Source: an optimization exercise on an open RTL-to-GDS flow (aim: small area, a short achievable clock period and few clock cycles per item). Production flows keep margins and buffers that such runs may drop.
In this exercise RTL edits were held to simulation tests only and were not proved equivalent to the original.
Power and IR drop assume default switching activity.

## design.v

```verilog
module sqrt_mult_system (
    input clk_i,
    input rst_i,
    input start_i,
    input [7:0] a_bi,
    input [7:0] b_bi,
    output [15:0] result,
    output done
);
    wire [5:0] sel;
    wire s000;
    wire s001;
    wire s002;
    wire s003;
    wire s004;
    wire s005;
    wire s006;
    wire s007;
    wire s008;
    wire s009;
    wire s010;
    wire s011;
    wire s012;
    wire s013;
    wire s014;
    wire s015;
    wire s016;
    wire s017;
    wire s018;
    wire s019;
    wire s020;
    wire s021;
    wire s022;
    wire s023;
    wire s024;
    wire s025;
    wire s026;
    wire s027;
    wire s028;
    wire s029;
    wire s030;
    wire s031;
    wire s032;
    wire s033;
    wire s034;
    wire s035;
    wire s036;
    wire s037;
    wire s038;
    wire s039;
    wire s040;
    wire s041;
    wire s042;
    wire s043;
    wire s044;
    wire s045;
    wire s046;
    wire s047;
    wire s048;
    wire s049;
    wire s050;
    wire s051;
    wire s052;
    wire s053;
    wire s054;
    wire s055;
    wire s056;
    wire s057;
    wire s058;
    wire s059;
    wire s060;
    wire s061;
    wire s062;
    wire s063;
    wire s064;
    wire c12;
    assign s000 = ~b_bi[5];
    assign s001 = ~b_bi[4];
    assign s002 = s001 & s000;
    assign s003 = ~s002;
    assign s004 = ~b_bi[6];
    assign s005 = ~b_bi[7];
    assign s006 = s005 & s004;
    assign sel[3] = s006 & s003;
    assign s007 = s002 & s004;
    assign s008 = ~s007;
    assign c12 = s008 & b_bi[7];
    assign s009 = ~b_bi[0];
    assign s010 = ~b_bi[1];
    assign s011 = s010 & s009;
    assign s012 = ~b_bi[2];
    assign s013 = ~b_bi[3];
    assign s014 = s013 & s012;
    assign s015 = s014 & s011;
    assign s016 = b_bi[7] & b_bi[4];
    assign s017 = ~s016;
    assign s018 = s017 & s015;
    assign s019 = ~s018;
    assign s020 = s005 & s001;
    assign s021 = ~s020;
    assign s022 = b_bi[7] & s004;
    assign s023 = ~s022;
    assign s024 = s023 & s021;
    assign s025 = s024 & b_bi[5];
    assign s026 = s025 & s019;
    assign s027 = ~s026;
    assign s028 = s027 & s008;
    assign s029 = ~s028;
    assign s030 = s011 & s012;
    assign s031 = ~s030;
    assign s032 = s031 & b_bi[3];
    assign s033 = ~s032;
    assign s034 = s021 & s004;
    assign s035 = ~s034;
    assign s036 = s035 & s005;
    assign s037 = s036 & s033;
    assign s038 = ~s037;
    assign sel[2] = s038 & s029;
    assign s039 = ~s006;
    assign s040 = ~c12;
    assign sel[4] = s040 & s039;
    assign s041 = ~sel[2];
    assign s042 = s005 & s000;
    assign s043 = s042 & s008;
    assign s044 = ~s043;
    assign s045 = s044 & s023;
    assign s046 = s021 & s003;
    assign s047 = ~s046;
    assign s048 = s047 & s014;
    assign s049 = ~s048;
    assign s050 = s049 & s045;
    assign sel[1] = s050 & s041;
    assign s051 = ~s050;
    assign s052 = s015 & s005;
    assign s053 = ~s052;
    assign s054 = ~s024;
    assign s055 = s054 & s039;
    assign s056 = ~s055;
    assign s057 = s056 & s053;
    assign s058 = ~s057;
    assign s059 = s058 & s000;
    assign s060 = ~s059;
    assign s061 = s060 & s051;
    assign s062 = s034 & s017;
    assign s063 = s062 & s033;
    assign s064 = ~s063;
    assign sel[0] = s064 & s061;
    assign sel[5] = c12;
    wire [16:0] d;
    wire p000;
    wire p001;
    wire p002;
    wire p003;
    wire p004;
    wire p005;
    wire p006;
    wire p007;
    wire p008;
    wire p009;
    wire p010;
    wire p011;
    wire p012;
    wire p013;
    wire p014;
    wire p015;
    wire p016;
    wire p017;
    wire p018;
    wire p019;
    wire p020;
    wire p021;
    wire p022;
    wire p023;
    wire p024;
    wire p025;
    wire p026;
    wire p027;
    wire p028;
    wire p029;
    wire p030;
    wire p031;
    wire p032;
    wire p033;
    wire p034;
    wire p035;
    wire p036;
    wire p037;
    wire p038;
    wire p039;
    wire p040;
    wire p041;
    wire p042;
    wire p043;
    wire p044;
    wire p045;
    wire p046;
    wire p047;
    wire p048;
    wire p049;
    wire p050;
    wire p051;
    wire p052;
    wire p053;
    wire p054;
    wire p055;
    wire p056;
    wire p057;
    wire p058;
    wire p059;
    wire p060;
    wire p061;
    wire p062;
    wire p063;
    wire p064;
    wire p065;
    wire p066;
    wire p067;
    wire p068;
    wire p069;
    wire p070;
    wire p071;
    wire p072;
    wire p073;
    wire p074;
    wire p075;
    wire p076;
    wire p077;
    wire p078;
    wire p079;
    wire p080;
    wire p081;
    wire p082;
    wire p083;
    wire p084;
    wire p085;
    wire p086;
    wire p087;
    wire p088;
    wire p089;
    wire p090;
    wire p091;
    wire p092;
    wire p093;
    wire p094;
    wire p095;
    wire p096;
    wire p097;
    wire p098;
    wire p099;
    wire p100;
    wire p101;
    wire p102;
    wire p103;
    wire p104;
    wire p105;
    wire p106;
    wire p107;
    wire p108;
    wire p109;
    wire p110;
    wire p111;
    wire p112;
    wire p113;
    wire p114;
    wire p115;
    wire p116;
    wire p117;
    wire p118;
    wire p119;
    wire p120;
    wire p121;
    wire p122;
    wire p123;
    wire p124;
    wire p125;
    wire p126;
    wire p127;
    wire p128;
    wire p129;
    wire p130;
    wire p131;
    wire p132;
    wire p133;
    wire p134;
    wire p135;
    wire p136;
    wire p137;
    wire p138;
    wire p139;
    wire p140;
    wire p141;
    wire p142;
    wire p143;
    wire p144;
    wire p145;
    wire p146;
    wire p147;
    wire p148;
    wire p149;
    wire p150;
    wire p151;
    wire p152;
    wire p153;
    wire p154;
    wire p155;
    wire p156;
    wire p157;
    wire p158;
    wire p159;
    wire p160;
    wire p161;
    wire p162;
    wire p163;
    wire p164;
    wire p165;
    wire p166;
    wire p167;
    wire p168;
    wire p169;
    wire p170;
    wire p171;
    wire p172;
    wire p173;
    wire p174;
    wire p175;
    wire p176;
    wire p177;
    wire p178;
    wire p179;
    wire p180;
    wire p181;
    wire p182;
    wire p183;
    wire p184;
    wire p185;
    wire p186;
    wire p187;
    wire p188;
    wire p189;
    wire p190;
    wire p191;
    wire p192;
    wire p193;
    wire p194;
    wire p195;
    wire p196;
    wire p197;
    wire p198;
    wire p199;
    wire p200;
    wire p201;
    wire p202;
    wire p203;
    wire p204;
    wire p205;
    wire p206;
    wire p207;
    wire p208;
    wire p209;
    wire p210;
    wire p211;
    wire p212;
    wire p213;
    wire p214;
    wire p215;
    wire p216;
    wire p217;
    wire p218;
    wire p219;
    wire p220;
    wire p221;
    wire p222;
    wire p223;
    wire p224;
    wire p225;
    wire p226;
    wire p227;
    wire p228;
    wire p229;
    wire p230;
    wire p231;
    wire p232;
    wire p233;
    wire p234;
    wire p235;
    wire p236;
    wire p237;
    wire p238;
    wire p239;
    wire p240;
    wire p241;
    wire p242;
    wire p243;
    wire p244;
    wire p245;
    wire p246;
    wire p247;
    wire p248;
    wire p249;
    wire p250;
    wire p251;
    wire p252;
    wire p253;
    wire p254;
    wire p255;
    wire p256;
    wire p257;
    wire p258;
    wire p259;
    wire p260;
    wire p261;
    wire p262;
    wire p263;
    wire p264;
    wire p265;
    wire p266;
    wire p267;
    wire p268;
    wire p269;
    wire p270;
    wire p271;
    wire p272;
    wire p273;
    wire p274;
    wire p275;
    wire p276;
    wire p277;
    wire p278;
    wire p279;
    wire p280;
    wire p281;
    wire p282;
    wire p283;
    wire fl_p0;
    wire hv9;
    wire hv8;
    wire hv7;
    wire hv6;
    wire hv5;
    wire hv4;
    wire lv9;
    wire lv8;
    wire lv7;
    wire lv6;
    wire lv1;
    wire lv0;
    wire fl_s1_3g;
    wire fl_x1;
    wire fl_x2;
    wire fl_x3;
    assign p208 = ~sel[3];
    assign p217 = ~sel[5];
    assign p220 = p217 & p208;
    assign p221 = ~p220;
    assign p222 = p221 & a_bi[0];
    assign p223 = a_bi[1] & sel[1];
    assign p224 = ~p223;
    assign p225 = a_bi[2] & sel[0];
    assign p226 = ~p225;
    assign p227 = p226 & p224;
    assign p228 = ~a_bi[0];
    assign p229 = p228 & a_bi[1];
    assign p230 = ~p229;
    assign p231 = p230 & a_bi[2];
    assign p232 = ~p231;
    assign p233 = ~a_bi[2];
    assign p234 = p229 & p233;
    assign p235 = ~p234;
    assign p236 = p235 & p232;
    assign p237 = ~p236;
    assign p238 = p237 & sel[2];
    assign p239 = ~p238;
    assign p240 = p239 & p227;
    assign p241 = ~p240;
    assign p242 = p241 & p222;
    assign p243 = ~p242;
    assign p244 = ~p222;
    assign p245 = p240 & p244;
    assign p246 = ~p245;
    assign fl_p0 = p246 & p243;
    assign p247 = ~a_bi[6];
    assign p248 = ~a_bi[4];
    assign p249 = a_bi[0] & a_bi[1];
    assign p250 = ~p249;
    assign p251 = p250 & p233;
    assign p252 = ~p251;
    assign p253 = p252 & a_bi[3];
    assign p254 = ~p253;
    assign p255 = p254 & p248;
    assign p256 = ~p255;
    assign p257 = p256 & a_bi[5];
    assign p258 = ~p257;
    assign p259 = p258 & p247;
    assign p260 = ~p259;
    assign p261 = p260 & a_bi[7];
    assign hv9 = p261 & sel[5];
    assign p262 = ~p261;
    assign p263 = ~a_bi[7];
    assign p264 = ~a_bi[5];
    assign p265 = ~a_bi[3];
    assign p266 = a_bi[1] & a_bi[2];
    assign p267 = ~p266;
    assign p268 = p267 & p265;
    assign p269 = ~p268;
    assign p270 = p269 & a_bi[4];
    assign p271 = ~p270;
    assign p272 = p271 & p264;
    assign p273 = ~p272;
    assign p274 = p273 & a_bi[6];
    assign p275 = ~p274;
    assign p276 = p275 & p263;
    assign p277 = ~p276;
    assign p278 = p277 & p262;
    assign p279 = p278 & sel[5];
    assign p280 = ~p279;
    assign p281 = sel[4] & a_bi[7];
    assign p282 = ~p281;
    assign p283 = p282 & p280;
    assign hv8 = ~p283;
    assign p000 = sel[4] & a_bi[6];
    assign p001 = ~p000;
    assign p002 = a_bi[7] & sel[3];
    assign p003 = ~p002;
    assign p004 = p003 & p001;
    assign p005 = p275 & p260;
    assign p006 = p005 & a_bi[7];
    assign p007 = ~p006;
    assign p008 = ~p005;
    assign p009 = p008 & p263;
    assign p010 = ~p009;
    assign p011 = p010 & p007;
    assign p012 = p011 & sel[5];
    assign p013 = ~p012;
    assign p014 = p013 & p004;
    assign hv7 = ~p014;
    assign p015 = sel[4] & a_bi[5];
    assign p016 = ~p015;
    assign p017 = a_bi[6] & sel[3];
    assign p018 = ~p017;
    assign p019 = p018 & p016;
    assign p020 = p273 & p258;
    assign p021 = ~p020;
    assign p022 = p021 & a_bi[6];
    assign p023 = ~p022;
    assign p024 = p020 & p247;
    assign p025 = ~p024;
    assign p026 = p025 & p023;
    assign p027 = ~p026;
    assign p028 = p027 & sel[5];
    assign p029 = ~p028;
    assign p030 = p029 & p019;
    assign hv6 = ~p030;
    assign p031 = sel[4] & a_bi[4];
    assign p032 = ~p031;
    assign p033 = a_bi[5] & sel[3];
    assign p034 = ~p033;
    assign p035 = p034 & p032;
    assign p036 = p271 & p256;
    assign p037 = p036 & a_bi[5];
    assign p038 = ~p037;
    assign p039 = ~p036;
    assign p040 = p039 & p264;
    assign p041 = ~p040;
    assign p042 = p041 & p038;
    assign p043 = p042 & sel[5];
    assign p044 = ~p043;
    assign p045 = p044 & p035;
    assign hv5 = ~p045;
    assign p046 = sel[4] & a_bi[3];
    assign p047 = ~p046;
    assign p048 = a_bi[4] & sel[3];
    assign p049 = ~p048;
    assign p050 = p049 & p047;
    assign p051 = p266 & p265;
    assign p052 = ~p051;
    assign p053 = a_bi[3] & p233;
    assign p054 = p053 & p250;
    assign p055 = ~p054;
    assign p056 = p055 & p052;
    assign p057 = ~p056;
    assign p058 = p057 & a_bi[4];
    assign p059 = ~p058;
    assign p060 = p056 & p248;
    assign p061 = ~p060;
    assign p062 = p061 & p059;
    assign p063 = p062 & sel[5];
    assign p064 = ~p063;
    assign p065 = p064 & p050;
    assign hv4 = ~p065;
    assign lv9 = p261 & sel[2];
    assign p066 = p278 & sel[2];
    assign p067 = ~p066;
    assign p068 = a_bi[7] & sel[1];
    assign p069 = ~p068;
    assign p070 = p069 & p067;
    assign lv8 = ~p070;
    assign p071 = a_bi[7] & sel[0];
    assign p072 = ~p071;
    assign p073 = a_bi[6] & sel[1];
    assign p074 = ~p073;
    assign p075 = p074 & p072;
    assign p076 = p011 & sel[2];
    assign p077 = ~p076;
    assign p078 = p077 & p075;
    assign lv7 = ~p078;
    assign p079 = a_bi[5] & sel[1];
    assign p080 = ~p079;
    assign p081 = a_bi[6] & sel[0];
    assign p082 = ~p081;
    assign p083 = p082 & p080;
    assign p084 = p027 & sel[2];
    assign p085 = ~p084;
    assign p086 = p085 & p083;
    assign lv6 = ~p086;
    assign p087 = a_bi[0] & sel[1];
    assign p088 = ~p087;
    assign p089 = a_bi[1] & sel[0];
    assign p090 = ~p089;
    assign p091 = p090 & p088;
    assign p092 = ~a_bi[1];
    assign p093 = a_bi[0] & p092;
    assign p094 = ~p093;
    assign p095 = p094 & p230;
    assign p096 = ~p095;
    assign p097 = p096 & sel[2];
    assign p098 = ~p097;
    assign p099 = p098 & p091;
    assign lv1 = ~p099;
    assign p100 = ~sel[0];
    assign p101 = ~sel[2];
    assign p102 = p101 & p100;
    assign p103 = ~p102;
    assign lv0 = p103 & a_bi[0];
    assign p104 = sel[4] & a_bi[0];
    assign p105 = ~p104;
    assign p106 = sel[3] & a_bi[1];
    assign p107 = ~p106;
    assign p108 = p107 & p105;
    assign p109 = p096 & sel[5];
    assign p110 = ~p109;
    assign p111 = p110 & p108;
    assign p112 = ~p111;
    assign p113 = p266 & a_bi[3];
    assign p114 = ~p113;
    assign p115 = p114 & p055;
    assign p116 = p268 & p252;
    assign p117 = ~p116;
    assign p118 = p117 & p115;
    assign p119 = ~p118;
    assign p120 = p119 & sel[2];
    assign p121 = ~p120;
    assign p122 = a_bi[3] & sel[0];
    assign p123 = ~p122;
    assign p124 = sel[1] & a_bi[2];
    assign p125 = ~p124;
    assign p126 = p125 & p123;
    assign p127 = p126 & p121;
    assign p128 = ~p127;
    assign p129 = p128 & p112;
    assign p130 = ~p129;
    assign p131 = p126 & p111;
    assign p132 = p131 & p121;
    assign p133 = ~p132;
    assign p134 = p133 & p242;
    assign p135 = ~p134;
    assign p136 = p135 & p130;
    assign p137 = ~p136;
    assign p138 = sel[4] & a_bi[1];
    assign p139 = ~p138;
    assign p140 = sel[3] & a_bi[2];
    assign p141 = ~p140;
    assign p142 = p141 & p139;
    assign p143 = p237 & sel[5];
    assign p144 = ~p143;
    assign p145 = p144 & p142;
    assign p146 = a_bi[3] & sel[1];
    assign p147 = ~p146;
    assign p148 = a_bi[4] & sel[0];
    assign p149 = ~p148;
    assign p150 = p149 & p147;
    assign p151 = p248 & sel[2];
    assign p152 = p151 & p057;
    assign p153 = ~p152;
    assign p154 = a_bi[4] & sel[2];
    assign p155 = p154 & p056;
    assign p156 = ~p155;
    assign p157 = p156 & p153;
    assign p158 = p157 & p150;
    assign p159 = ~p158;
    assign p160 = p159 & p145;
    assign p161 = ~p160;
    assign p162 = ~p145;
    assign p163 = p158 & p162;
    assign p164 = ~p163;
    assign p165 = p164 & p161;
    assign p166 = ~p165;
    assign p167 = p166 & p137;
    assign p168 = ~p167;
    assign p169 = p159 & p162;
    assign p170 = ~p169;
    assign p171 = p170 & p168;
    assign p172 = a_bi[4] & sel[1];
    assign p173 = ~p172;
    assign p174 = a_bi[5] & sel[0];
    assign p175 = ~p174;
    assign p176 = p175 & p173;
    assign p177 = p264 & sel[2];
    assign p178 = p177 & p036;
    assign p179 = ~p178;
    assign p180 = a_bi[5] & sel[2];
    assign p181 = p180 & p039;
    assign p182 = ~p181;
    assign p183 = p182 & p179;
    assign p184 = p183 & p176;
    assign p185 = sel[4] & a_bi[2];
    assign p186 = ~p185;
    assign p187 = a_bi[3] & sel[3];
    assign p188 = ~p187;
    assign p189 = p188 & p186;
    assign p190 = p119 & sel[5];
    assign p191 = ~p190;
    assign p192 = p191 & p189;
    assign p193 = ~p192;
    assign p194 = p193 & p184;
    assign p195 = ~p194;
    assign p196 = ~p184;
    assign p197 = p192 & p196;
    assign p198 = ~p197;
    assign p199 = p198 & p195;
    assign p200 = ~p199;
    assign p201 = p200 & p171;
    assign p202 = ~p201;
    assign p203 = p192 & p184;
    assign p204 = ~p203;
    assign fl_s1_3g = p204 & p202;
    assign p205 = p133 & p130;
    assign p206 = ~p205;
    assign p207 = p206 & p242;
    assign p209 = ~p207;
    assign p210 = p205 & p243;
    assign p211 = ~p210;
    assign p212 = p211 & p209;
    assign fl_x1 = ~p212;
    assign p213 = p165 & p136;
    assign p214 = ~p213;
    assign fl_x2 = p214 & p168;
    assign p215 = ~p171;
    assign p216 = p199 & p215;
    assign p218 = ~p216;
    assign p219 = p218 & p202;
    assign fl_x3 = ~p219;
    assign d = { hv9, hv8, hv7, hv6, hv5, hv4, lv9, lv8, lv7, lv6, fl_s1_3g, fl_x3, fl_x2, fl_x1, fl_p0, lv1, lv0 };
    reg        done_r;
    reg [5:0] res_lo;
    reg        cy_r;
    reg [3:0] up_lo;
    reg [5:0] up_hi;
    always @(posedge clk_i) begin
        done_r <= start_i & ~rst_i;
        {up_hi, up_lo, cy_r, res_lo} <= d;
    end
    wire [5:0] u;
    wire q000;
    wire q001;
    wire q002;
    wire q003;
    wire q004;
    wire q005;
    wire q006;
    wire q007;
    wire q008;
    wire q009;
    wire q010;
    wire q011;
    wire q012;
    wire q013;
    wire q014;
    wire q015;
    wire q016;
    wire q017;
    wire q018;
    wire q019;
    wire q020;
    wire q021;
    wire q022;
    wire q023;
    wire q024;
    wire q025;
    wire q026;
    wire q027;
    wire q028;
    wire q029;
    wire q030;
    wire q031;
    wire q032;
    wire q033;
    wire q034;
    wire q035;
    wire q036;
    wire q037;
    wire q038;
    wire q039;
    wire q040;
    wire q041;
    wire q042;
    wire q043;
    wire q044;
    wire q045;
    wire q046;
    wire q047;
    wire q048;
    wire q049;
    wire q050;
    wire q051;
    wire q052;
    wire q053;
    wire q054;
    wire q055;
    wire q056;
    wire q057;
    wire q058;
    wire q059;
    wire q060;
    wire q061;
    wire q062;
    wire q063;
    wire q064;
    wire q065;
    wire q066;
    wire q067;
    wire q068;
    wire q069;
    wire q070;
    wire q071;
    wire q072;
    wire q073;
    wire q074;
    wire q075;
    wire q076;
    wire q077;
    wire q078;
    wire q079;
    wire q080;
    wire q081;
    wire q082;
    wire q083;
    wire q084;
    wire q085;
    wire q086;
    wire q087;
    wire q088;
    wire q089;
    wire q090;
    wire q091;
    wire q092;
    wire q093;
    wire fu_x0;
    wire fu_x1;
    wire fu_x2;
    wire fu_x3;
    wire fu_x4;
    wire fu_x5;
    assign q016 = ~up_lo[0];
    assign q017 = q016 & up_hi[0];
    assign q018 = ~q017;
    assign q019 = ~up_hi[0];
    assign q020 = up_lo[0] & q019;
    assign q021 = ~q020;
    assign q022 = q021 & q018;
    assign q023 = q022 & cy_r;
    assign q024 = ~q023;
    assign q025 = ~cy_r;
    assign q026 = ~q022;
    assign q027 = q026 & q025;
    assign q028 = ~q027;
    assign q029 = q028 & q024;
    assign fu_x0 = ~q029;
    assign q030 = cy_r & up_lo[0];
    assign q031 = ~q030;
    assign q032 = q031 & q019;
    assign q033 = ~q032;
    assign q034 = q025 & q016;
    assign q035 = ~q034;
    assign q036 = q035 & q033;
    assign q037 = ~up_lo[1];
    assign q038 = q037 & up_hi[1];
    assign q039 = ~q038;
    assign q040 = ~up_hi[1];
    assign q041 = up_lo[1] & q040;
    assign q042 = ~q041;
    assign q043 = q042 & q039;
    assign q044 = ~q043;
    assign q045 = q044 & q036;
    assign q046 = ~q045;
    assign q047 = ~q036;
    assign q048 = q043 & q047;
    assign q049 = ~q048;
    assign fu_x1 = q049 & q046;
    assign q050 = ~up_hi[2];
    assign q051 = ~up_lo[2];
    assign q052 = q051 & q050;
    assign q053 = ~q052;
    assign q054 = up_lo[2] & up_hi[2];
    assign q055 = ~q054;
    assign q056 = q055 & q053;
    assign q057 = ~q056;
    assign q058 = up_lo[1] & up_hi[1];
    assign q059 = ~q058;
    assign q060 = q037 & q040;
    assign q061 = ~q060;
    assign q062 = q061 & q035;
    assign q063 = q062 & q033;
    assign q064 = ~q063;
    assign q065 = q064 & q059;
    assign q066 = q065 & q057;
    assign q067 = ~q066;
    assign q068 = ~q065;
    assign q069 = q068 & q056;
    assign q070 = ~q069;
    assign fu_x2 = q070 & q067;
    assign q071 = ~up_hi[3];
    assign q072 = ~up_lo[3];
    assign q073 = q072 & q071;
    assign q074 = ~q073;
    assign q075 = up_lo[3] & up_hi[3];
    assign q076 = ~q075;
    assign q077 = q076 & q074;
    assign q078 = ~q077;
    assign q079 = q070 & q055;
    assign q080 = ~q079;
    assign q081 = q080 & q078;
    assign q082 = ~q081;
    assign q083 = q079 & q077;
    assign q084 = ~q083;
    assign q085 = q084 & q082;
    assign fu_x3 = ~q085;
    assign q086 = q077 & q054;
    assign q087 = ~q086;
    assign q088 = q087 & q076;
    assign q089 = ~q088;
    assign q090 = q089 & up_hi[4];
    assign q091 = ~q090;
    assign q092 = q077 & q056;
    assign q093 = q092 & up_hi[4];
    assign q000 = q093 & q068;
    assign q001 = ~q000;
    assign q002 = q001 & q091;
    assign q003 = ~up_hi[4];
    assign q004 = q092 & q068;
    assign q005 = ~q004;
    assign q006 = q005 & q088;
    assign q007 = q006 & q003;
    assign q008 = ~q007;
    assign fu_x4 = q008 & q002;
    assign q009 = q002 & up_hi[5];
    assign q010 = ~q009;
    assign q011 = ~up_hi[5];
    assign q012 = ~q002;
    assign q013 = q012 & q011;
    assign q014 = ~q013;
    assign q015 = q014 & q010;
    assign fu_x5 = ~q015;
    assign u = { fu_x5, fu_x4, fu_x3, fu_x2, fu_x1, fu_x0 };
    assign result = {4'b0, u, res_lo};
    assign done   = done_r;
endmodule
```

## flow/run.sh

```bash
#!/bin/bash
# Layout flow: the standard ORFS flow, with two changes.
#  1. Synthesis is ORFS's own script (with the standard flow's -nofsm -noshare wrapper,
#     flatten and renaming, as in synth_recipe.tcl), but ABC maps with the
#     script in flow/abc.script (the logic feeding the output ports first,
#     with flow/abc_post.script if present), and full/half adder extraction
#     can be skipped.
#  2. The port buffers inserted during placement are buf cells instead of
#     the slow clkdlybuf cells that buffer_ports picks by default.
# Settings come from flow/params.sh. Each tool's output goes to its own log.
set -euo pipefail
HERE=$(pwd)
source "$HERE/flow/params.sh"
export MY_ABC_SCRIPT="$HERE/flow/abc.script"
if [ -f "$HERE/flow/abc_post.script" ]; then export MY_ABC_POST_SCRIPT="$HERE/flow/abc_post.script"; fi
export MY_NOFA
export BUFFER_PORTS_ARGS="-buffer_cell $PORT_BUFFER"
sed "s#SYNTH_SCRIPT=[^ ]*#SYNTH_SCRIPT=$HERE/flow/synth.tcl#" standard.sh > my_standard.sh
bash my_standard.sh finish > flow_make.log 2>&1
```

## flow/abc.script

```
strash
dch
map -D 1300
topo
stime -c
```

## flow/abc_post.script

```
strash
dch
map -D 300
topo
stime -c
```

## flow/params.sh

```bash
MY_NOFA=1
PORT_BUFFER=sky130_fd_sc_hd__buf_1
```

## flow/synth.tcl

```tcl
# synth_recipe.tcl with hooks: abc runs flow/abc.script (MY_ABC_SCRIPT);
# when MY_ABC_POST_SCRIPT is set, the logic in the input cone of the output
# ports (back to the flip-flops) is mapped first, with that script; and
# extract_fa is skipped when MY_NOFA is 1.
proc synth {args} { yosys synth -nofsm -noshare {*}$args }
proc abc {args} {
  set out {}
  set skip 0
  foreach a $args {
    if {$skip} { set skip 0; continue }
    if {$a eq "-script" || $a eq "-D"} { set skip 1; continue }
    lappend out $a
  }
  if {[info exists ::env(MY_ABC_POST_SCRIPT)] && $::env(MY_ABC_POST_SCRIPT) ne ""} {
    set outp $out
    lappend outp -script $::env(MY_ABC_POST_SCRIPT)
    yosys select -set postcone o:* %ci*:-sky130_fd_sc_hd__dfxtp_1
    yosys abc {*}$outp @postcone
  }
  lappend out -script $::env(MY_ABC_SCRIPT)
  yosys abc {*}$out
}
if {$::env(MY_NOFA)} { proc extract_fa {args} {} }
source $::env(SCRIPTS_DIR)/synth.tcl
# left out here: clear keep_hierarchy, flatten, clean up, hide names made inside functions, write 1_2_yosys.v
```

## standard.sh

```bash
#!/bin/bash
# synth_recipe.tcl (not shown) runs the flow's synth.tcl, then flattens the netlist and writes it again
# the make line also repeats each setting of config.mk as NAME=value (left out here)
make -C /OpenROAD-flow-scripts/flow DESIGN_CONFIG=/design/flow/config.mk WORK_HOME=/design/flow/orfs CLKGATE_MAP_FILE= SYNTH_SCRIPT=/design/flow/synth_recipe.tcl "${@:-finish}"
```

## config.mk

```make
export PLATFORM = sky130hd
export DESIGN_NAME = sqrt_mult_system
export DESIGN_NICKNAME = sqrt_mult_system
export VERILOG_FILES = /design/flow/design.v
export SDC_FILE = /design/flow/constraint.sdc
export NUM_CORES = 4
export LEC_CHECK = 0
export CAP_MARGIN = 20
export CORE_MARGIN = 2
export CORE_UTILIZATION = 40
export SETUP_SLACK_MARGIN = 2.2
export SLEW_MARGIN = 20
export TNS_END_PERCENT = 100
```

## constraint.sdc

```tcl
create_clock -name core_clock -period 5.0 [get_ports {clk_i}]
set_input_delay 1.0000 -clock core_clock [delete_from_list [all_inputs] [get_ports {clk_i}]]
set_output_delay 1.0000 -clock core_clock [all_outputs]
set_load 0.01 [all_outputs]
```

==> summary.md, run 1 <==
| Metric | Value |
|---|---|
| Pre-antenna DRT Iters | 4 |
| Util after Layout | 48.3% |
| Hold_buf cts | 0 |
| I/O Buffers | 31 |
| CP top delay family | simple AND/OR/NAND/NOR gates |
| Switch share | 37.2% |
| CP max FO | 7 |
| Starting density of the core | 42.7% |
| Synth warn | 1 |
| Critical Path Slowest Stage Cell | nor2_2 |
| Die ar. | 3760 sq um |
| DRC | 0 |
| Crit share post-route | 52.3% |
| Syn-to-layout area delta | 13.1% |
| Startpoint Class | input pin |
| CP peak stage delay | 0.27 ns |
| Via count | 1,297 |
| Rows | 20 |
| Final min period | 2.62 ns |
| Top-area cell type share of the netlist area | 27.4% |
| Most common cell in the synthesized netlist | nand2_1 |
| PD cells | 307 nW/um^2 |
| Total negative slack | 0 ns |
| Cts bufs inserted | 3 |
| Unrepaired setup endpoints after global routing | yes |
| Register area | 360 sq um |
| Main synth FF type | dfxtp_1 |
| P_int | 0.287 mW |
| # IOs | 36 |
| Max VDD drop | 0.0932 mV |
| Htree depth | 1 |
| CTS clk-pin slew, worst paths | 0.10 ns |
| Worst path required time | 5.24 ns |
| Initial DRC Count | 43 |
| Antenna cells | 0 |
| Post-synth EDFFs | 0 |
| Initial antenna violation count | 0 |
| P_sw | 0.170 mW |
| WS Path Type | in -> reg |
| Core area | 3080 sq um |
| ANT nets after route | 0 |
| Total gr overflow | 0 |
| Hold Worst Slack | 0.845 ns |
| Filler cells | 333 |
| Clk pwr share | 19.3% |
| Mean Syn Cell Area | 6.41 sq um |
| CP Cell Sequence | buf_1 -> clkinv_1 -> nand2_1 -> clkinv_1 -> nor2_2 -> nor2_1 -> inv_2 -> o21ai_1 -> and2_2 -> nor2_1 -> a21boi_1 -> o21bai_1 -> nand2_1 |
| Via-per-instance ratio | 4.68 |
| Hold WC Path Type | in -> reg |
| Share of layout cells above drive strength 1 | 7.30% |
| First-pass GRT wire length | 4400 microns |
| Clock sinks | 18 |
| Yosys reg bits | 18 |
| Chip height | 61.3 microns |
| Max Fclk | 382 MHz |
| Critical Path End Type | flip-flop |
| Die W | 61.3 microns |
| Synthesized cell area | 1320 sq um |
| Sequential Power Share | 39.7% |
| Syn Inst Count | 205 |
| Longest Clk Path Bufs | 2 |
| Multi-input logic area | 821 sq um |
| Post-synth cell types | 26 |
| Leak | 0.614 nW |
| Nets@finish | 253 |
| Maxcap violations | 0 |
| Outcome | finished clean |
| CTS tree | yes |
| Bufs and invs on worst path | 4 |
| Gate power share | 41.0% |
| WP data arrival | 2.86 ns |
| Final wirelength | 2650 microns |
| Final setup viols | 0 |
| Total design power | 0.456 mW |
| DP Wirelength | 2180 microns |
| Placer Congestion | 0.859 |
| Final Hold Vio Count | 0 |
| Slew Limit Fails | 0 |
| Area contributors post-synth | dfxtp_1, nand2_1, nor2_1 |
| DR WL/cell | 9.55 microns |
| Most instantiated cells after synthesis | nand2_1, nor2_1, clkinv_1 |
| Largest net degree at the start of global routing | 11 |
| Vias in the first global route | 1,112 |
| Ys async rst share | 0% |
| Gr usage total | 15.4% |
| Post-synth top area cell | dfxtp_1 |
| Clock root cell | clkbuf_4 |
| Seq/Total Area, Yosys | 27.4% |
## registers in the layout, indices dropped and copies added (netlist names)
| register | cells |
|---|---|
| res_lo | 6 |
| done_r | 1 |
| up_hi | 6 |
| up_lo | 4 |
| cy_r | 1 |
## worst paths after layout
check	start	to	slack, ns	cells after the start
worst max-delay path	b_bi[6]	res_lo[5]	2.38	13
worst min-delay path	rst_i	done_r	0.85	2
## layout make-up
cell class,instances,area share [%]
tap,44,3.70
inverter,26,6.56
clock buffer,4,2.44
timing repair buffer,31,7.91
multi-input combinational,154,55.2
sequential,18,24.2
## power by group through the flow
stage | clock [mW] | sequential, mW | combinational [mW]
after floorplan | 0 | 0.190 | 0.156
after global placement | 0 | 0.185 | 0.184
after detailed placement | 0 | 0.185 | 0.183
after CTS | 0.0889 | 0.182 | 0.184
after global routing | 0.0948 | 0.184 | 0.214
final | 0.0880 | 0.181 | 0.187
## kinds of logic after synthesis
kind of cell	count (synthesis)	share of synthesized area [%]
AND/OR/NAND/NOR	95	30.0
AO/OA/AOI/OAI	43	21.2
buffers and inverters	36	13.1
flip-flops	18	27.4
XOR/XNOR	12	7.99
other	1	0.285
## timing repair
action | in CTS | in global routing
gates resized for setup | 4 | 10
setup endpoints to repair | 3 | 3
pin swaps | 0 | 0
setup buffers | 0 | 0
cloned | 0 | 0
## layer usage
layer / GRT usage [%] / part of all wire [%]
met1: 19.5 / 49
met2: 26.0 / 45
met3: 2.52 / 4.8
met4: 6.08 / 1.4
met5: 0 / 0
## cell usage in the layout (no fill, tap or decap), drive strengths merged, types with 7 or more instances in the layout
master,count
dfxtp,18
nor2,32
clkinv,25
a22oi,7
buf,30
a21oi,9
nand2,45
o21ai,8
nand3,9
## through the flow
stage	worst slack [ns]	instance area, sq um	std cells
CTS	2.27	1470	277
global placement	1.77	1420	273
floorplan	2.31	1330	208
global route	2.18	1490	277
detailed placement	1.73	1420	273
finish	2.38	1490	277
Testbench counts, summed over its fixed seeds: cycles 8,000, items 4,000.
==> run 2, diff against run 1 <==
--- a/config.mk
+++ b/config.mk
@@ -10,4 +10,3 @@
 export CORE_UTILIZATION = 40
-export SETUP_SLACK_MARGIN = 2.2
+export SETUP_SLACK_MARGIN = 2.25
 export SLEW_MARGIN = 20
-export TNS_END_PERCENT = 100
==> summary.md, run 2 <==
| Metric | Value |
|---|---|
| Outcome | finished clean |
| Total gr overflow | 0 |
| Max Fclk | 389 MHz |
| P_int | 0.289 mW |
| Via count | 1,298 |
| Slew Limit Fails | 0 |
| Syn-to-layout area delta | 15.0% |
| Total design power | 0.461 mW |
| Post-Synth Simple-Gate Area | 30.0% |
| Post-Synth Adder-Cell Area | 0% |
| Setup WS pre-CTS | 1.73 ns |
| Share of layout cells above drive strength 1 | 9.01% |
| Most frequent cells in the layout | nand2_1, nor2_1, buf_1 |
| Initial antenna violation count | 0 |
| Mean Syn Cell Area | 6.41 sq um |
| Critical Path End Type | flip-flop |
| Core area | 3080 sq um |
| Worst Hold Launch | rst_i |
| Post-synth cell types | 26 |
| Synth warn | 1 |
| Vias in the first global route | 1,112 |
| Via-per-instance ratio | 4.69 |
| Yosys reg bits | 18 |
| Ys async rst share | 0% |
| Util after Layout | 49.1% |
| Initial DRC Count | 36 |
| First-pass GRT wire length | 4400 microns |
| Cts bufs inserted | 3 |
| Synth Area in Compound Gates | 21.2% |
| Most common cell after layout, fill and taps aside | nand2_1 |
| Final Non-Filler Cells | 277 |
| Max VDD drop | 0.0932 mV |
| Final setup viols | 0 |
| Pre-antenna DRT Iters | 4 |
| Post-synthesis xor/xnor area fraction | 7.99% |
| Hold WC Path Type | in -> reg |
| Starting density of the core | 42.7% |
| Longest Clk Path Bufs | 2 |
| Worst path required time | 5.20 ns |
| Clock root cell | clkbuf_4 |
| CP peak stage delay | 0.23 ns |
| Clk pwr share | 19.2% |
| Largest net degree at the start of global routing | 11 |
| Gate power share | 41.5% |
| Antenna cells | 0 |
| Final Hold Vio Count | 0 |
| Placer Congestion | 0.859 |
| Finished Cell Area | 1510 sq um |
| Hold Worst Slack | 0.842 ns |
| DP Cell Count | 273 |
| Crit path top cell by count | clkinv_1 |
| Critical Path Slowest Stage Cell | a31oi_2 |
| Total negative slack | 0 ns |
| Switch share | 37.4% |
| Htree depth | 1 |
| Main synth FF type | dfxtp_1 |
| DP Wirelength | 2180 microns |
| Syn Inst Count | 205 |
| Seq/Total Area, Yosys | 27.4% |
| DP Area | 1420 sq um |
| Most instantiated cells after synthesis | nand2_1, nor2_1, clkinv_1 |
| Final min period | 2.57 ns |
| Clock sinks | 18 |
| Post-synth EDFFs | 0 |
| PD cells | 305 nW/um^2 |
| Die W | 61.3 microns |
| CP Cell Sequence | buf_1 -> clkinv_1 -> nand2_1 -> clkinv_1 -> a31oi_2 -> nor2_4 -> nor2_4 -> clkinv_1 -> o21ai_1 -> xor2_1 -> nand3_1 -> o21a_1 |
| Area contributors post-synth | dfxtp_1, nand2_1, nor2_1 |
| Top-area cell type share of the netlist area | 27.4% |
| Post-synth top area cell | dfxtp_1 |
| I/O Buffers | 31 |
| Sequential Power Share | 39.3% |
| Gr usage total | 15.4% |
| DR WL/cell | 9.65 microns |
| Worst Setup SP | b_bi[6] |
| Largest family of logic cells by synthesized area | simple AND/OR/NAND/NOR gates |
| Mux cell area share after synthesis | 0% |
| Crit share post-route | 51.4% |
| Maxcap violations | 0 |
| Final wirelength | 2670 microns |
| Synthesized cell area | 1320 sq um |
| CTS tree | yes |
| P_sw | 0.172 mW |
| DRC | 0 |
| CTS clk-pin slew, worst paths | 0.10 ns |
| Leak | 0.621 nW |
| Nets@finish | 253 |
| Post-CTS setup buffers | 0 |
| Unrepaired setup endpoints after global routing | yes |
| ANT nets after route | 0 |
| CP max FO | 8 |
| WP data arrival | 2.77 ns |
| Rows | 20 |
| Chip height | 61.3 microns |
| Setup ws final | 2.43 ns |
| # IOs | 36 |
| Die ar. | 3760 sq um |
| Startpoint Class | input pin |
| WS Path Type | in -> reg |
| Most common cell in the synthesized netlist | nand2_1 |
## run 2: changes by cell type in the layout (fill, tap and decap cells not counted), sizes merged
cell	previous run	this run
buf	30	29
clkbuf	5	6
## run 2: power by group through the flow
| stage | clock network, mW | logic, mW | registers [mW] |
|---|---|---|---|
| 2_1_floorplan | 0 | 0.156 | 0.190 |
| 3_3_place_gp | 0 | 0.184 | 0.185 |
| 3_5_place_dp | 0 | 0.183 | 0.185 |
| 4_1_cts | 0.0889 | 0.184 | 0.182 |
| 5_1_grt | 0.0948 | 0.219 | 0.184 |
| 6_report | 0.0886 | 0.192 | 0.181 |
## run 2: cell families (layout without fill, tap and decap cells)
| logic type | count (synthesis) | in the layout |
|---|---|---|
| flip-flops | 18 | 18 |
| buffers and inverters | 36 | 61 |
| XOR/XNOR | 12 | 12 |
| other | 1 | 4 |
| AO/OA/AOI/OAI | 43 | 43 |
| AND/OR/NAND/NOR | 95 | 95 |
## run 2: worst max-delay path, delay by kind of cell
family                 cells  cell delay [ns]
AO/OA/AOI/OAI              3             0.56
XOR/XNOR                   1             0.20
buffers and inverters      4             0.54
AND/OR/NAND/NOR            4             0.47
## run 2: area by class of cell
| cell class | count | area (sq um) |
|---|---|---|
| fillers | 334 | 1570 |
| repair buffers | 31 | 119 |
| inverters | 26 | 97.6 |
| multi-input cells | 154 | 845 |
| well taps | 44 | 55.1 |
| clock buffers | 4 | 36.3 |
| flip-flops and latches | 18 | 360 |
## run 2: metal layers
| metal | part of all wire [%] | track usage (%) |
|---|---|---|
| met2 | 45 | 26.0 |
| met1 | 48 | 19.5 |
| met5 | 0 | 0 |
| met4 | 1.6 | 6.08 |
| met3 | 5.2 | 2.52 |
## run 2: worst paths after layout
path	end	slack, ns	cells past startpoint
worst max-delay path	cy_r	2.43	12
worst min-delay path	done_r	0.84	2
## run 2: what timing repair did
item,in CTS,in global routing
gates resized for setup,4,16
hold buffers,0,0
setup endpoints to repair,3,4
==> run 3, diff against run 2 <==
--- a/config.mk
+++ b/config.mk
@@ -10,3 +10,3 @@
 export CORE_UTILIZATION = 40
-export SETUP_SLACK_MARGIN = 2.25
+export SETUP_SLACK_MARGIN = 2.35
 export SLEW_MARGIN = 20
==> summary.md, run 3 <==
| Metric | Value |
|---|---|
| Outcome | finished clean |
| PD cells | 301 nW/um^2 |
| Cell depth of the worst hold path | 2 |
| CP max FO | 4 |
| Die W | 61.3 microns |
| Via count | 1,356 |
| DR WL/cell | 10.3 microns |
| Bufs and invs on worst path | 1 |
| Ys async rst share | 0% |
| WS Path Type | reg -> out |
| Share of layout cells above drive strength 1 | 14.9% |
| Slew Limit Fails | 0 |
| Startpoint Class | flip-flop |
| Clock root cell | clkbuf_4 |
| CP Cell Sequence | and2_2 -> nor2_1 -> nand4_1 -> nand2_1 -> nand2_1 -> nand2_1 -> buf_1 |
| Unrepaired setup endpoints after global routing | no |
| Filler cells | 328 |
| Worst Hold Launch | rst_i |
| Clock sinks | 18 |
| Antenna cells | 0 |
| Vias in the first global route | 1,164 |
| Core area | 3080 sq um |
| Gr usage total | 16.3% |
| Mean Syn Cell Area | 6.41 sq um |
| Synthesized cell area | 1320 sq um |
| DP Wirelength | 2240 microns |
| Most common cell in the synthesized netlist | nand2_1 |
| Placer Congestion | 0.862 |
| Area contributors post-synth | dfxtp_1, nand2_1, nor2_1 |
| Maxcap violations | 0 |
| Seq/Total Area, Yosys | 27.4% |
| WP data arrival | 1.53 ns |
| Syn Inst Count | 205 |
| Crit share post-route | 50.6% |
| Syn-to-layout area delta | 18.7% |
| CP top delay family | simple AND/OR/NAND/NOR gates |
| Final Hold Vio Count | 0 |
| Initial antenna violation count | 0 |
| Longest Clk Path Bufs | 2 |
| # IOs | 36 |
| Cts bufs inserted | 3 |
| Chip height | 61.3 microns |
| Nets@finish | 255 |
| First-pass GRT wire length | 4540 microns |
| DRC | 0 |
| Crit path top cell by count | nand2_1 |
| Synth warn | 1 |
| Post-synth EDFFs | 0 |
| Largest net degree at the start of global routing | 11 |
| Yosys reg bits | 18 |
| Final wirelength | 2860 microns |
| Pre-antenna DRT Iters | 4 |
| Htree depth | 1 |
| Total gr overflow | 0 |
| Leak | 0.647 nW |
| Hold_buf cts | 0 |
| Max VDD drop | 0.103 mV |
| Util after Layout | 50.7% |
| Hold WC Path Type | in -> reg |
| Post-synth cell types | 26 |
| I/O Buffers | 31 |
| Main synth FF type | dfxtp_1 |
| Rows | 20 |
| CP peak stage delay | 0.33 ns |
| Die ar. | 3760 sq um |
| Hold EP | done_r |
| CTS clk-pin slew, worst paths | 0.10 ns |
| Starting density of the core | 42.7% |
| Total negative slack | 0 ns |
| Top-area cell type share of the netlist area | 27.4% |
| ANT nets after route | 0 |
| Worst path required time | 4.00 ns |
| Initial DRC Count | 29 |
| Most frequent cells in the layout | nand2_1, buf_1, nor2_1 |
| Most instantiated cells after synthesis | nand2_1, nor2_1, clkinv_1 |
| Via-per-instance ratio | 4.86 |
| Critical Path End Type | output port |
| CTS tree | yes |
| Final min period | 2.53 ns |
| Critical Path Slowest Stage Cell | dfxtp_1 |
| Final setup viols | 0 |
| Most common cell after layout, fill and taps aside | nand2_1 |
| Max Fclk | 395 MHz |
| Post-synth top area cell | dfxtp_1 |
| Total design power | 0.471 mW |
[run 3: cell counts after synthesis]
Identical to the previous run, type by type.
[run 3: how the worst max path moves through the flow]
stage                        start          to  depth (start not counted)
after floorplan            b_bi[6]   res_lo[4]                         11
after global placement     b_bi[6]   res_lo[5]                         13
after detailed placement   b_bi[6]   res_lo[5]                         13
after CTS                  b_bi[6]   res_lo[5]                         13
after global routing       b_bi[5]   res_lo[5]                         11
final                     up_lo[2]  result[11]                          7
[run 3: cells by family after synthesis]
family                    Yosys count  share of synthesized area (%)
other                               1                          0.285
DFF                                18                           27.4
AOI/OAI and AO/OA                  43                           21.2
buffers and inverters              36                           13.1
xor gates and xnor gates           12                           7.99
and+or+nand+nor                    95                           30.0
[run 3: what timing repair did]
action                                  CTS  global route
cloned                                    0             0
pin swaps                                 1             4
gates resized for setup                   3            27
setup buffers                             1             1
endpoints found under the setup margin    4             4
[run 3: report_power, final]
part	total, mW	internal, mW	leakage (nW)	switching [mW]
logic	0.201	0.0805	0.475	0.120
clock network	0.0883	0.0444	0.0210	0.0439
registers	0.182	0.168	0.151	0.0131
[run 3: area by class of cell]
class	count	area, sq um	share of cell area (%)
clock buffers	4	36.3	2.32
inverters	26	97.6	6.25
multi-input cells	154	877	56.2
flip-flops and latches	18	360	23.1
well taps	44	55.1	3.53
repair buffers	33	135	8.65
[run 3: metal layers]
metal | up-vias | share of wire (%) | routed length, microns | global-route usage (%)
met5 | - | 0 | 0 | 0
li1 | 731 | - | - | -
met4 | 0 | 2.3 | 67 | 9.12
met2 | 39 | 48 | 1370 | 28.3
met3 | 6 | 4.1 | 117 | 2.31
met1 | 580 | 46 | 1310 | 19.2
[run 3: through the flow]
| stage | hold slack, ns | instance area (sq um) | cells | worst slack, ns |
|---|---|---|---|---|
| 2_1_floorplan | 1.07 | 1330 | 208 | 2.43 |
| 3_3_place_gp | 1.15 | 1430 | 273 | 1.80 |
| 3_5_place_dp | 1.16 | 1430 | 273 | 1.84 |
| 4_1_cts | 0.838 | 1480 | 278 | 2.29 |
| 5_1_grt | 0.836 | 1560 | 279 | 2.34 |
| 6_report | 0.840 | 1560 | 279 | 2.47 |
==> run 4, diff against run 3 <==
--- a/config.mk
+++ b/config.mk
@@ -10,3 +10,4 @@
 export CORE_UTILIZATION = 40
-export SETUP_SLACK_MARGIN = 2.35
+export CTS_BUF_LIST = sky130_fd_sc_hd__clkbuf_8
+export SETUP_SLACK_MARGIN = 2.3
 export SLEW_MARGIN = 20
==> summary.md, run 4 <==
| Metric | Value |
|---|---|
| Most common cell after layout, fill and taps aside | nand2_1 |
| Gate power share | 39.7% |
| Most common cell in the synthesized netlist | nand2_1 |
| Post-synth top area cell | dfxtp_1 |
| Post-synth cell types | 26 |
| Final min period | 2.59 ns |
| Final Hold Vio Count | 0 |
| Total negative slack | 0 ns |
| Rows | 20 |
| Synth warn | 1 |
| Nets@finish | 254 |
| Final wirelength | 2770 microns |
| CTS clk-pin slew, worst paths | 0.06 ns |
| Via count | 1,336 |
| Core area | 3080 sq um |
| Most instantiated cells after synthesis | nand2_1, nor2_1, clkinv_1 |
| Crit share post-route | 51.8% |
| Max Fclk | 386 MHz |
| Die W | 61.3 microns |
| Initial DRC Count | 51 |
| Vias in the first global route | 1,133 |
| Starting density of the core | 42.7% |
| Antenna cells | 0 |
| Sequential Power Share | 36.6% |
| CTS tree | yes |
| CP Cell Sequence | clkbuf_2 -> clkinv_1 -> o211ai_1 -> and3_4 -> nand2_1 -> nand3_1 -> and2_2 -> nor2_1 -> a21boi_2 -> o21bai_1 -> nand2_1 |
| Crit path top cell by count | nand2_1 |
| DP Wirelength | 2180 microns |
| Final Non-Filler Cells | 278 |
| Die ar. | 3760 sq um |
| Leak | 0.648 nW |
| Met1 Routed Length | 1270 microns |
| Htree depth | 1 |
| Mean Syn Cell Area | 6.41 sq um |
| Pre-antenna DRT Iters | 4 |
| Area contributors post-synth | dfxtp_1, nand2_1, nor2_1 |
| Max VDD drop | 0.0938 mV |
| Total gr overflow | 0 |
| Most frequent cells in the layout | nand2_1, nor2_1, buf_1 |
| CP peak stage delay | 0.38 ns |
| Final setup viols | 0 |
| Hold WC Path Type | in -> reg |
| Initial antenna violation count | 0 |
| Top-area cell type share of the netlist area | 27.4% |
| Synthesized cell area | 1320 sq um |
| Unrepaired setup endpoints after global routing | no |
| P_sw | 0.178 mW |
| Critical Path Slowest Stage Cell | o211ai_1 |
| Maxcap violations | 0 |
| Share of layout cells above drive strength 1 | 13.2% |
| Worst path required time | 5.15 ns |
| Outcome | finished clean |
| Finished Cell Area | 1560 sq um |
| DRC | 0 |
| # IOs | 36 |
| Longest Clk Path Bufs | 2 |
| WS Path Type | in -> reg |
| P_int | 0.317 mW |
| DP Area | 1420 sq um |
| Seq/Total Area, Yosys | 27.4% |
| Critical Path End Type | flip-flop |
| Startpoint Class | input pin |
| I/O Buffers | 31 |
| Switch share | 35.9% |
| DR WL met3 | 145 microns |
| Chip height | 61.3 microns |
| WP data arrival | 2.74 ns |
| Clock root cell | clkbuf_8 |
| DR WL/cell | 9.96 microns |
| Hold_buf cts | 0 |
| Gr usage total | 15.5% |
| Placer Congestion | 0.859 |
| Clock sinks | 18 |
| Via-per-instance ratio | 4.81 |
| Slew Limit Fails | 0 |
| Clk pwr share | 23.6% |
| First-pass GRT wire length | 4460 microns |
| PD cells | 318 nW/um^2 |
| ANT nets after route | 0 |
| CP max FO | 8 |
| Top routing layer in use | met4 |
| Ys async rst share | 0% |
| Met2 Wirelength | 1320 microns |
| Yosys reg bits | 18 |
| Syn Inst Count | 205 |
| DP Cell Count | 273 |
| Filler cells | 327 |
| Largest net degree at the start of global routing | 11 |
| Cts bufs inserted | 3 |
| Main synth FF type | dfxtp_1 |
| Syn-to-layout area delta | 18.6% |
| Post-synth EDFFs | 0 |
==> run 4: cell counts after synthesis <==
No cell type changed its count.
==> run 4: kinds of logic (layout without fill, tap and decap cells) <==
| kind of cell | count (synthesis) | count (layout) | synth area share [%] |
|---|---|---|---|
| simple gates | 95 | 95 | 30.0 |
| compound gates | 43 | 43 | 21.2 |
| buf+inv | 36 | 62 | 13.1 |
| flops | 18 | 18 | 27.4 |
| xor+xnor | 12 | 12 | 7.99 |
| other cells | 1 | 4 | 0.285 |
==> run 4: worst paths after layout <==
kind	from	endpoint	cells past startpoint
worst max-delay path	b_bi[7]	res_lo[5]	11
worst min-delay path	rst_i	done_r	2
==> run 4: worst max-delay path: cells and delay by family <==
family	cells	cell delay, ns
compound gates	3	0.67
buf+inv	2	0.31
simple gates	6	0.74
==> run 4: layer usage <==
metal  vias to the layer above  track usage [%]
li1                        721                -
met1                       574             19.0
met2                        37             26.7
met3                         4             3.15
met4                         0             6.08
met5                         -                0
==> run 4: area by class of cell <==
| cell class | count | area [sq um] | area share [%] |
|---|---|---|---|
| repair buffers | 32 | 129 | 8.27 |
| flip-flops and latches | 18 | 360 | 23.1 |
| clock buffers | 4 | 55.1 | 3.53 |
| multi-input cells | 154 | 862 | 55.3 |
| inverters | 26 | 97.6 | 6.26 |
| well taps | 44 | 55.1 | 3.53 |
==> run 4: what timing repair did <==
action	CTS	global route
setup buffers	1	0
pin swaps	1	4
setup endpoints to repair	4	4
gates resized for setup	8	21
==> run 4: metrics by stage <==
stage	worst slack, ns	total power [mW]	util [%]	hold WS [ns]
2_1_floorplan	2.31	0.346	-	1.07
3_3_place_gp	1.77	0.369	46.2	1.16
4_1_cts	2.32	0.487	48.8	0.893
6_report	2.41	0.496	50.7	0.889
3_5_place_dp	1.73	0.368	46.2	1.16
5_1_grt	2.29	0.532	50.7	0.911
==> run 4: power by group through the flow <==
stage	Sequential [mW]	Clock, mW	Combinational (mW)
2_1_floorplan	0.190	0	0.156
3_3_place_gp	0.185	0	0.184
3_5_place_dp	0.185	0	0.183
4_1_cts	0.182	0.118	0.187
5_1_grt	0.184	0.124	0.224
6_report	0.182	0.117	0.197
==> run 5, diff against run 4 <==
--- a/config.mk
+++ b/config.mk
@@ -9,4 +9,3 @@
 export CORE_MARGIN = 2
-export CORE_UTILIZATION = 40
-export CTS_BUF_LIST = sky130_fd_sc_hd__clkbuf_8
+export CORE_UTILIZATION = 45
 export SETUP_SLACK_MARGIN = 2.3
==> summary.md, run 5 <==
| Metric | Value |
|---|---|
| Outcome | finished clean |
| Clock sinks | 18 |
| Core area | 2760 sq um |
| Chip height | 58.1 microns |
| Post-Synth Simple-Gate Area | 30.0% |
| Most common cell after layout, fill and taps aside | nand2_1 |
| Unrepaired setup endpoints after global routing | yes |
| Die W | 58.1 microns |
| Total gr overflow | 0 |
| Via-per-instance ratio | 5.23 |
| Most frequent cells in the layout | nand2_1, buf_1, nor2_1 |
| Finished Cell Area | 1540 sq um |
| Ys async rst share | 0% |
| DP Wirelength | 2460 microns |
| Post-synth EDFFs | 0 |
| DRC | 0 |
| Most instantiated cells after synthesis | nand2_1, nor2_1, clkinv_1 |
| Syn-to-layout area delta | 17.4% |
| WP data arrival | 2.78 ns |
| CTS tree | yes |
| Antenna cells | 0 |
| Hold WC Path Type | in -> reg |
| DR WL/cell | 11.9 microns |
| Hold_buf cts | 0 |
| Share of layout cells above drive strength 1 | 16.0% |
| Slew Limit Fails | 0 |
| Mux cell area share after synthesis | 0% |
| Final Hold Vio Count | 0 |
| Starting density of the core | 47.7% |
| I/O Buffers | 31 |
| Synth Area in Compound Gates | 21.2% |
| Filler cells | 293 |
| Rows | 19 |
| DP Area | 1410 sq um |
| Hold Worst Slack | 0.849 ns |
| Longest Clk Path Bufs | 2 |
| Synth warn | 1 |
| Synthesized cell area | 1320 sq um |
| Multi-input logic area | 858 sq um |
| Post-synth cell types | 26 |
| WS Path Type | in -> reg |
| Max VDD drop | 0.190 mV |
| Leak | 0.658 nW |
| Syn Inst Count | 205 |
| Largest net degree at the start of global routing | 11 |
| CP max FO | 5 |
| Area contributors post-synth | dfxtp_1, nand2_1, nor2_1 |
| ANT nets after route | 0 |
| Top-area cell type share of the netlist area | 27.4% |
| Register area | 360 sq um |
| Post-Synth Adder-Cell Area | 0% |
| Yosys reg bits | 18 |
| Cts bufs inserted | 3 |
| Seq/Total Area, Yosys | 27.4% |
| Post-synth top area cell | dfxtp_1 |
| # IOs | 36 |
| Largest family of logic cells by synthesized area | simple AND/OR/NAND/NOR gates |
| PD cells | 309 nW/um^2 |
| Final wirelength | 3190 microns |
| Placer Congestion | 0.916 |
| Main synth FF type | dfxtp_1 |
| Vias in the first global route | 1,231 |
| Nets@finish | 257 |
| Util after Layout | 56.0% |
| First-pass GRT wire length | 5220 microns |
| Gr usage total | 19.8% |
| Via count | 1,401 |
| Clock root cell | clkbuf_4 |
| Most common cell in the synthesized netlist | nand2_1 |
| Crit share post-route | 51.7% |
| Die ar. | 3370 sq um |
| Initial DRC Count | 48 |
| Pre-antenna DRT Iters | 4 |
| Mean Syn Cell Area | 6.41 sq um |
| Cell depth of the worst hold path | 2 |
| CTS clk-pin slew, worst paths | 0.10 ns |
| Max Fclk | 387 MHz |
| Final setup viols | 0 |
| Total negative slack | 0 ns |
| Initial antenna violation count | 0 |
| Maxcap violations | 0 |
| Startpoint Class | input pin |
| Worst path required time | 5.20 ns |
| Htree depth | 1 |
| Post-synthesis xor/xnor area fraction | 7.99% |
| Final min period | 2.58 ns |
| Critical Path End Type | flip-flop |
## run 5: cell counts after synthesis
Identical to the previous run, type by type.
## run 5: layout make-up
class / count / area share [%]
Tap cell: 31 / 2.51
Inverter: 26 / 6.32
Timing Repair Buffer: 35 / 9.89
Clock buffer: 4 / 2.35
Multi-Input combinational cell: 154 / 55.6
Sequential cell: 18 / 23.3
## run 5: through the flow
stage          setup WS, ns  power, mW  instances
6_report               2.42      0.478        268
5_1_grt                2.29      0.517        268
4_1_cts                2.27      0.466        265
3_5_place_dp           1.69      0.372        260
3_3_place_gp           1.87      0.368        260
2_1_floorplan          2.31      0.346        208
## run 5: cells by family (layout without fill, tap and decap cells)
logic type | count (synthesis) | count (layout)
other | 1 | 4
xor gates and xnor gates | 12 | 12
and+or+nand+nor | 95 | 95
AOI/OAI and AO/OA | 43 | 43
DFF | 18 | 18
buffers and inverters | 36 | 65
## run 5: path summary, 6_finish.rpt
kind,from,end
min,rst_i,done_r
max,a_bi[0],cy_r
## run 5: report_power, final
part | switching, mW | internal [mW]
Clock | 0.0447 | 0.0444
Sequential | 0.0150 | 0.168
Combinational | 0.123 | 0.0816
Total | 0.183 | 0.294
## run 5: repair_timing
action / 4_1_cts / 5_1_grt
pin swaps: 1 / 4
setup buffers: 1 / 3
hold endpoints to repair: 0 / 0
resized for setup: 7 / 25
setup endpoints to repair: 4 / 7
## run 5: routing by layer
| metal | GRT usage, % | vias to the layer above | part of all wire [%] |
|---|---|---|---|
| met4 | 8.31 | 0 | 1.5 |
| li1 | - | 730 | - |
| met3 | 3.13 | 6 | 6.1 |
| met2 | 33.6 | 44 | 49 |
| met5 | 0 | - | 0 |
| met1 | 24.9 | 621 | 43 |
## run 5: critical path, cell delays in order
cell,delay (ns)
buf_1,0.22
a21oi_1,0.14
or2_2,0.32
nand2_1,0.09
nand2_1,0.06
xor2_1,0.16
a22oi_1,0.18
o21ai_2,0.10
xor2_1,0.23
nand3_1,0.15
o21a_1,0.13
==> run 6, diff against run 5 <==
--- a/config.mk
+++ b/config.mk
@@ -9,3 +9,3 @@
 export CORE_MARGIN = 2
-export CORE_UTILIZATION = 45
+export CORE_UTILIZATION = 35
 export SETUP_SLACK_MARGIN = 2.3
==> summary.md, run 6 <==
| Metric | Value |
|---|---|
| Most common cell after layout, fill and taps aside | nand2_1 |
| DP Wirelength | 2310 microns |
| Final setup viols | 0 |
| DP Area | 1430 sq um |
| Nets@finish | 257 |
| Chip height | 65.3 microns |
| Synthesized cell area | 1320 sq um |
| Hold WC Path Type | in -> reg |
| Total negative slack | 0 ns |
| CP max FO | 4 |
| Vias in the first global route | 1,246 |
| I/O Buffers | 31 |
| Die W | 65.3 microns |
| Finished Cell Area | 1580 sq um |
| Mean Syn Cell Area | 6.41 sq um |
| Area contributors post-synth | dfxtp_1, nand2_1, nor2_1 |
| Initial DRC Count | 45 |
| CP top delay family | simple AND/OR/NAND/NOR gates |
| Ys async rst share | 0% |
| Max Fclk | 389 MHz |
| Antenna cells | 0 |
| Longest Clk Path Bufs | 2 |
| Leak | 0.668 nW |
| Yosys reg bits | 18 |
| DR WL/cell | 10.2 microns |
| Max VDD drop | 0.114 mV |
| WP data arrival | 2.77 ns |
| Setup WS pre-CTS | 1.65 ns |
| PD cells | 315 nW/um^2 |
| Clock root cell | clkbuf_8 |
| DP Cell Count | 277 |
| Util after Layout | 43.6% |
| Slew Limit Fails | 0 |
| M3 GR Usage | 3.08% |
| Register area | 360 sq um |
| Post-synth cell types | 26 |
| Maxcap violations | 0 |
| Via-per-instance ratio | 4.89 |
| Setup ws final | 2.43 ns |
| First-pass GRT wire length | 4970 microns |
| Top-area cell type share of the netlist area | 27.4% |
| Final wirelength | 2910 microns |
| Unrepaired setup endpoints after global routing | yes |
| Filler cells | 417 |
| CTS tree | yes |
| Worst path required time | 5.19 ns |
| Hold_buf cts | 0 |
| Pre-antenna DRT Iters | 4 |
| Via count | 1,393 |
| Final min period | 2.57 ns |
| Post-synth EDFFs | 0 |
| Core area | 3630 sq um |
| Rows | 22 |
| Final Non-Filler Cells | 285 |
| CP peak stage delay | 0.21 ns |
| Htree depth | 1 |
| Total design power | 0.498 mW |
| CP Cell Sequence | buf_1 -> nor2_1 -> nand4_1 -> a31oi_1 -> nor2_2 -> buf_4 -> buf_4 -> nand2_1 -> nand3_1 -> and2_2 -> nor2_2 -> a21boi_2 -> o21bai_1 -> nand2_1 |
| Crit share post-route | 51.4% |
| Cts bufs inserted | 3 |
| Gr usage total | 14.7% |
| CTS clk-pin slew, worst paths | 0.06 ns |
| Synth warn | 1 |
| Outcome | finished clean |
| Seq/Total Area, Yosys | 27.4% |
| Most common cell in the synthesized netlist | nand2_1 |
| GR peak layer | met2 |
| Most instantiated cells after synthesis | nand2_1, nor2_1, clkinv_1 |
| DRC | 0 |
| Most frequent cells in the layout | nand2_1, nor2_1, buf_1 |
| Hold Worst Slack | 0.895 ns |
| Die ar. | 4260 sq um |
| Main synth FF type | dfxtp_1 |
| Initial antenna violation count | 0 |
| Syn Inst Count | 205 |
| Post-synth top area cell | dfxtp_1 |
| Clock sinks | 18 |
| Critical Path End Type | flip-flop |
| Met2 usage | 26.9% |
| Critical Path Slowest Stage Cell | a31oi_1 |
| # IOs | 36 |
| Largest net degree at the start of global routing | 11 |
| Bufs and invs on worst path | 3 |
| Placer Congestion | 0.866 |
| Syn-to-layout area delta | 20.5% |
| Startpoint Class | input pin |
| Final Hold Vio Count | 0 |
| Share of layout cells above drive strength 1 | 15.6% |
| Total gr overflow | 0 |
| Starting density of the core | 36.2% |
| Multi-input logic area | 856 sq um |
| WS Path Type | in -> reg |
| ANT nets after route | 0 |
| Grt met1 use | 17.1% |
-- run 6: cell counts after synthesis --
Identical to the previous run, type by type.
-- run 6: cell type report --
type,instances,share of cell area (%)
tap,48,3.79
inverter,26,6.24
timing repair buffer,35,9.72
clock buffer,4,3.48
multi-input combinational,154,54.0
sequential,18,22.7
-- run 6: logic make-up (layout without fill, tap and decap cells) --
logic type	Yosys count	in the layout	synth area share, %
flip-flops	18	18	27.4
other	1	4	0.285
buffers and inverters	36	65	13.1
AND/OR/NAND/NOR	95	95	30.0
XOR/XNOR	12	12	7.99
AO/OA/AOI/OAI	43	43	21.2
-- run 6: path summary, 6_finish.rpt --
| check | start | endpoint | depth (start not counted) |
|---|---|---|---|
| worst min-delay path | rst_i | done_r | 2 |
| worst max-delay path | b_bi[2] | res_lo[5] | 14 |
-- run 6: repair_timing --
item | CTS | global route
buffers inserted | 2 | 2
pin swaps | 1 | 4
gates cloned | 0 | 0
gates resized for setup | 10 | 21
setup endpoints to repair | 4 | 6
-- run 6: power breakdown --
group	switching (mW)	internal [mW]	leakage, nW
Sequential	0.0138	0.169	0.151
Clock	0.0461	0.0699	0.0288
Combinational	0.118	0.0815	0.489
-- run 6: per-layer routing --
metal | part of all wire, % | wire length (microns)
met5 | 0 | 0
met4 | 0.65 | 19
met3 | 4.7 | 138
met2 | 50 | 1460
met1 | 44 | 1300

separate check: timing with driven ports:
The results above use ideal ports. As a check the final layouts listed here were re-extracted and re-timed, cells and wires unchanged.
Step 1: set_driving_cell puts a clkbuf_16 on clk_i and a buf_2 on each other input, an assumption about the parent block.
Step 2 adds t to the input delays and takes it off the output delays; t is the mean of the earliest and latest rising clock arrival at the registers after step 1. Input paths then give back, and output paths get back, about the clock's delay inside the block.
a / b / c = ideal ports / drivers / drivers and shift; a / b = the first two.
run | shift t [ns] | slack for setup (ns) | clock arrival spread, ns | pins driven straight from the clock port
run 1 | 0.311 | 2.384 / 2.378 / 2.074 | 0.002 / 0.002 | 1
run 2 | 0.314 | 2.430 / 2.432 / 2.119 | 0.003 / 0.003 | 1
run 3 | 0.317 | 2.471 / 2.445 / 2.185 | 0.008 / 0.007 | 1
run 4 | 0.275 | 2.410 / 2.410 / 2.135 | 0.001 / 0.000 | 1
run 5 | 0.315 | 2.415 / 2.415 / 2.100 | 0.001 / 0.002 | 1
run 6 | 0.272 | 2.429 / 2.432 / 2.161 | 0.005 / 0.005 | 1
After both steps every run listed still meets setup and hold. The setup slack of run 5, which loses most, moves by 0.000 ns with the drivers and by -0.315 ns with both steps.
